From an optimization exercise on the open Yosys and OpenROAD flow, aimed at small area, a short achievable clock period and few clock cycles per item; shortcuts taken in it are not production practice.
Function was checked by simulation only, so behaviour that the tests miss may differ from the original.

== red ==
Design MCH, start of the top module:
module MCH (
    input               clk,
    input               reset,
    input       [ 7:0]  X,
    input       [ 7:0]  Y,
    output              Done,
    output      [16:0]  area
);
Size in the first run: ~7100 cells after synthesis, roughly 66000 sq um of cells after synthesis.
==> flow/config.mk <==
export PLATFORM = sky130hd
export DESIGN_NAME = MCH
export DESIGN_NICKNAME = MCH
export VERILOG_FILES = /design/flow/design.v
export SDC_FILE = /design/flow/constraint.sdc
export NUM_CORES = 8
export LEC_CHECK = 0
export CAP_MARGIN = 20
export CORE_MARGIN = 2
export CORE_UTILIZATION = 45
export PLACE_DENSITY = 0.65
export SLEW_MARGIN = 20
==> flow/constraint.sdc <==
create_clock -name core_clock -period 13.0 [get_ports {clk}]
set_input_delay 2.6000 -clock core_clock [delete_from_list [all_inputs] [get_ports {clk}]]
set_output_delay 2.6000 -clock core_clock [all_outputs]
set_load 0.01 [all_outputs]
standard.sh (not shown) runs the stock make flow with config.mk's settings and CLKGATE_MAP_FILE= SYNTH_SCRIPT=/design/flow/synth_recipe.tcl, a recipe that flattens the netlist after the stock synthesis.
==> flow/flow/run.sh <==
#!/bin/bash
# Layout flow: the standard flow (standard synthesis, floorplan, placement,
# CTS, routing) unchanged, except that ORFS's timing repair (after CTS and after
# global routing) is asked to leave 9 ns of setup slack instead of 0, so that it
# also speeds up paths that already meet the 13 ns clock. The clock, the I/O
# constraints and everything else are the design's.
set -uo pipefail
cp standard.sh standard_sh.copy.log
export SETUP_SLACK_MARGIN=9
bash standard.sh > standard.log 2>&1
red: flow completed, timing, DRC and antenna clean
Testbench counts of red, summed over its fixed seeds: cycles 15,977, hulls 384.
diff inputs: red => blue
# red
export LEC_CHECK = 0
export CAP_MARGIN = 20
export CORE_MARGIN = 2
export CORE_UTILIZATION = 45
export PLACE_DENSITY = 0.65
export SLEW_MARGIN = 20
create_clock -name core_clock -period 13.0 [get_ports {clk}]
# blue
export LEC_CHECK = 0
export CAP_MARGIN = 20
export CORE_MARGIN = 2
export CORE_UTILIZATION = 25
export PLACE_DENSITY = 0.45
export SLEW_MARGIN = 20
create_clock -name core_clock -period 13.0 [get_ports {clk}]
==> flow/run.sh (new file) <==
#!/bin/bash
# synth_recipe.tcl (not shown) runs the flow's synth.tcl, then flattens the netlist and writes it again
# the make line also repeats each setting of config.mk as NAME=value (left out here)
make -C /OpenROAD-flow-scripts/flow DESIGN_CONFIG=/design/flow/config.mk WORK_HOME=/design/flow/orfs CLKGATE_MAP_FILE= SYNTH_SCRIPT=/design/flow/synth_recipe.tcl finish
removed: flow/flow/run.sh
removed: flow/standard.sh
### Flow results
For wire length of the first global-routing pass, dividing the value from blue by the value from red gives 1.13.
Relative to red, blue degrades final area.
In the reports for red and blue, the smaller fmax belongs to blue.
Run comparison: blue termination of the worst setup path nNE[18]; red termination of the worst setup path acc[16]
red → blue: area used by sequential logic in the layout level; die outline height rose 130 um.
Setup changes, blue to green
==> flow/flow/run.sh (new file) <==
#!/bin/bash
# Layout flow: the standard flow (standard synthesis, floorplan, placement,
# CTS, routing) unchanged, except that ORFS's timing repair (after CTS and after
# global routing) is asked to leave 9 ns of setup slack instead of 0, so that it
# also speeds up paths that already meet the 13 ns clock. The clock, the I/O
# constraints and everything else are the design's.
set -uo pipefail
cp standard.sh standard_sh.copy.log
export SETUP_SLACK_MARGIN=9
bash standard.sh > standard.log 2>&1
==> flow/standard.sh (new file) <==
#!/bin/bash
# synth_recipe.tcl (not shown) runs the flow's synth.tcl, then flattens the netlist and writes it again
# the make line also repeats each setting of config.mk as NAME=value (left out here)
make -C /OpenROAD-flow-scripts/flow DESIGN_CONFIG=/design/flow/config.mk WORK_HOME=/design/flow/orfs CLKGATE_MAP_FILE= SYNTH_SCRIPT=/design/flow/synth_recipe.tcl "${@:-finish}"
removed: flow/run.sh
==> results.txt <==
Looking at the reports, green completed the entire flow and the layout it produced met the timing, design-rule and antenna checks. Between blue and green, the cell area reported after detailed placement does not differ in any meaningful way. Status: width of the die parity (green, blue). In terms of multi-input gate count, blue and green differ only marginally. Summary — clock skew, green relative to blue: lower, by 0.0045 ns. Compared to blue, green shows a wider setup margin. green vs blue: maximum frequency up in green.
--- input diff green..orange ---
# green
export LEC_CHECK = 0
export CAP_MARGIN = 20
export CORE_MARGIN = 2
export CORE_UTILIZATION = 25
export PLACE_DENSITY = 0.45
export SLEW_MARGIN = 20
create_clock -name core_clock -period 13.0 [get_ports {clk}]
# orange
export LEC_CHECK = 0
export ABC_AREA = 1
export CAP_MARGIN = 20
export CORE_MARGIN = 2
export CORE_UTILIZATION = 35
export CTS_CLUSTER_DIAMETER = 100
export CTS_CLUSTER_SIZE = 20
export PLACE_DENSITY = 0.55
export SLEW_MARGIN = 20
create_clock -name core_clock -period 13.0 [get_ports {clk}]
==> flow/flow/run.sh <==
#!/bin/bash
# Layout flow: the standard flow (standard synthesis, floorplan, placement,
# CTS, routing) unchanged, except that ORFS's timing repair (after CTS and after
# global routing) is asked to leave 9.3 ns of setup slack instead of 0, so that it
# also speeds up paths that already meet the 13 ns clock. The clock, the I/O
# constraints and everything else are the design's.
set -uo pipefail
cp standard.sh standard_sh.copy.log
export SETUP_SLACK_MARGIN=9.3
bash standard.sh > standard.log 2>&1
Result for orange and green: all clean
Lower instance count of the mapped netlist among orange and green: green
The clock skew of orange was superior to that of green.
orange against green: detailed-route vias per instance increased by 6.5% relative to the old numbers.
## Diff of input files: purple against orange
# orange
export LEC_CHECK = 0
export ABC_AREA = 1
export CAP_MARGIN = 20
export CORE_MARGIN = 2
export CORE_UTILIZATION = 35
export CTS_CLUSTER_DIAMETER = 100
export CTS_CLUSTER_SIZE = 20
export PLACE_DENSITY = 0.55
export SLEW_MARGIN = 20
create_clock -name core_clock -period 13.0 [get_ports {clk}]
# purple
export LEC_CHECK = 0
export CAP_MARGIN = 20
export CORE_MARGIN = 2
export CORE_UTILIZATION = 35
export PLACE_DENSITY = 0.55
export SLEW_MARGIN = 20
create_clock -name core_clock -period 13.0 [get_ports {clk}]
==> flow/flow/run.sh <==
#!/bin/bash
# Layout flow: the standard flow (standard synthesis, floorplan, placement,
# CTS, routing) unchanged, except that ORFS's timing repair (after CTS and after
# global routing) is asked to leave 9 ns of setup slack instead of 0, so that it
# also speeds up paths that already meet the 13 ns clock. The clock, the I/O
# constraints and everything else are the design's.
set -uo pipefail
cp standard.sh standard_sh.copy.log
export SETUP_SLACK_MARGIN=9
bash standard.sh > standard.log 2>&1
[summary]
- Sort purple and orange by total of plain and repair buffers excluding clock buffers asc -> top: purple
- Final core utilization of purple is on par with orange.
- Delta (purple minus orange): flip-flop and latch count roughly the same; sequential share of layout area has increased.
- On purple: critical path depth is 14 higher than what orange gave.
- Taking orange as the reference, in purple required arrival time at the worst endpoint went up 3.26 ns, global-route wire length before repair went down about 13%.
- In the metrics for purple and orange, the one carrying the lower setup slack is purple.
- Delta (purple minus orange): overall track demand over capacity in global routing decreased by 3.3 points relative to the old numbers; non-clock buffer contribution to total cell area decreased by 1.3 points relative to the old numbers; final instance area decreased by 1.5% relative to the old numbers.

separate check: timing with driven ports:
Ports are ideal in the flow. The routed layouts listed here were re-timed in OpenROAD.
Step 1 (the two cells are an assumption about what drives the block):
set clk [get_ports {clk}]
set_driving_cell -lib_cell sky130_fd_sc_hd__clkbuf_16 $clk
set_driving_cell -lib_cell sky130_fd_sc_hd__buf_2 [delete_from_list [all_inputs] $clk]
Step 2 moves the port delays by t, midway between the first and last clock arrival at a register: inputs arrive t later, outputs are due t later. That takes back most of the time a late clock gives input paths.
a / b / c = no drivers / after step 1 / after step 2; a / b = the first two.
run	t, ns	setup slack, ns	worst setup path at the end	worst data-port slew with drivers (ns)
red	0.824	8.838 / 8.838 / 8.838	register to register	0.10
blue	0.879	7.578 / 7.578 / 7.578	register to register	0.05
green	0.868	8.818 / 8.802 / 8.818	register to register	0.05
orange	0.807	9.179 / 9.091 / 9.325	register to register	0.04
purple	0.847	8.883 / 8.883 / 8.883	register to register	0.04
After both steps every run listed still meets setup and hold.
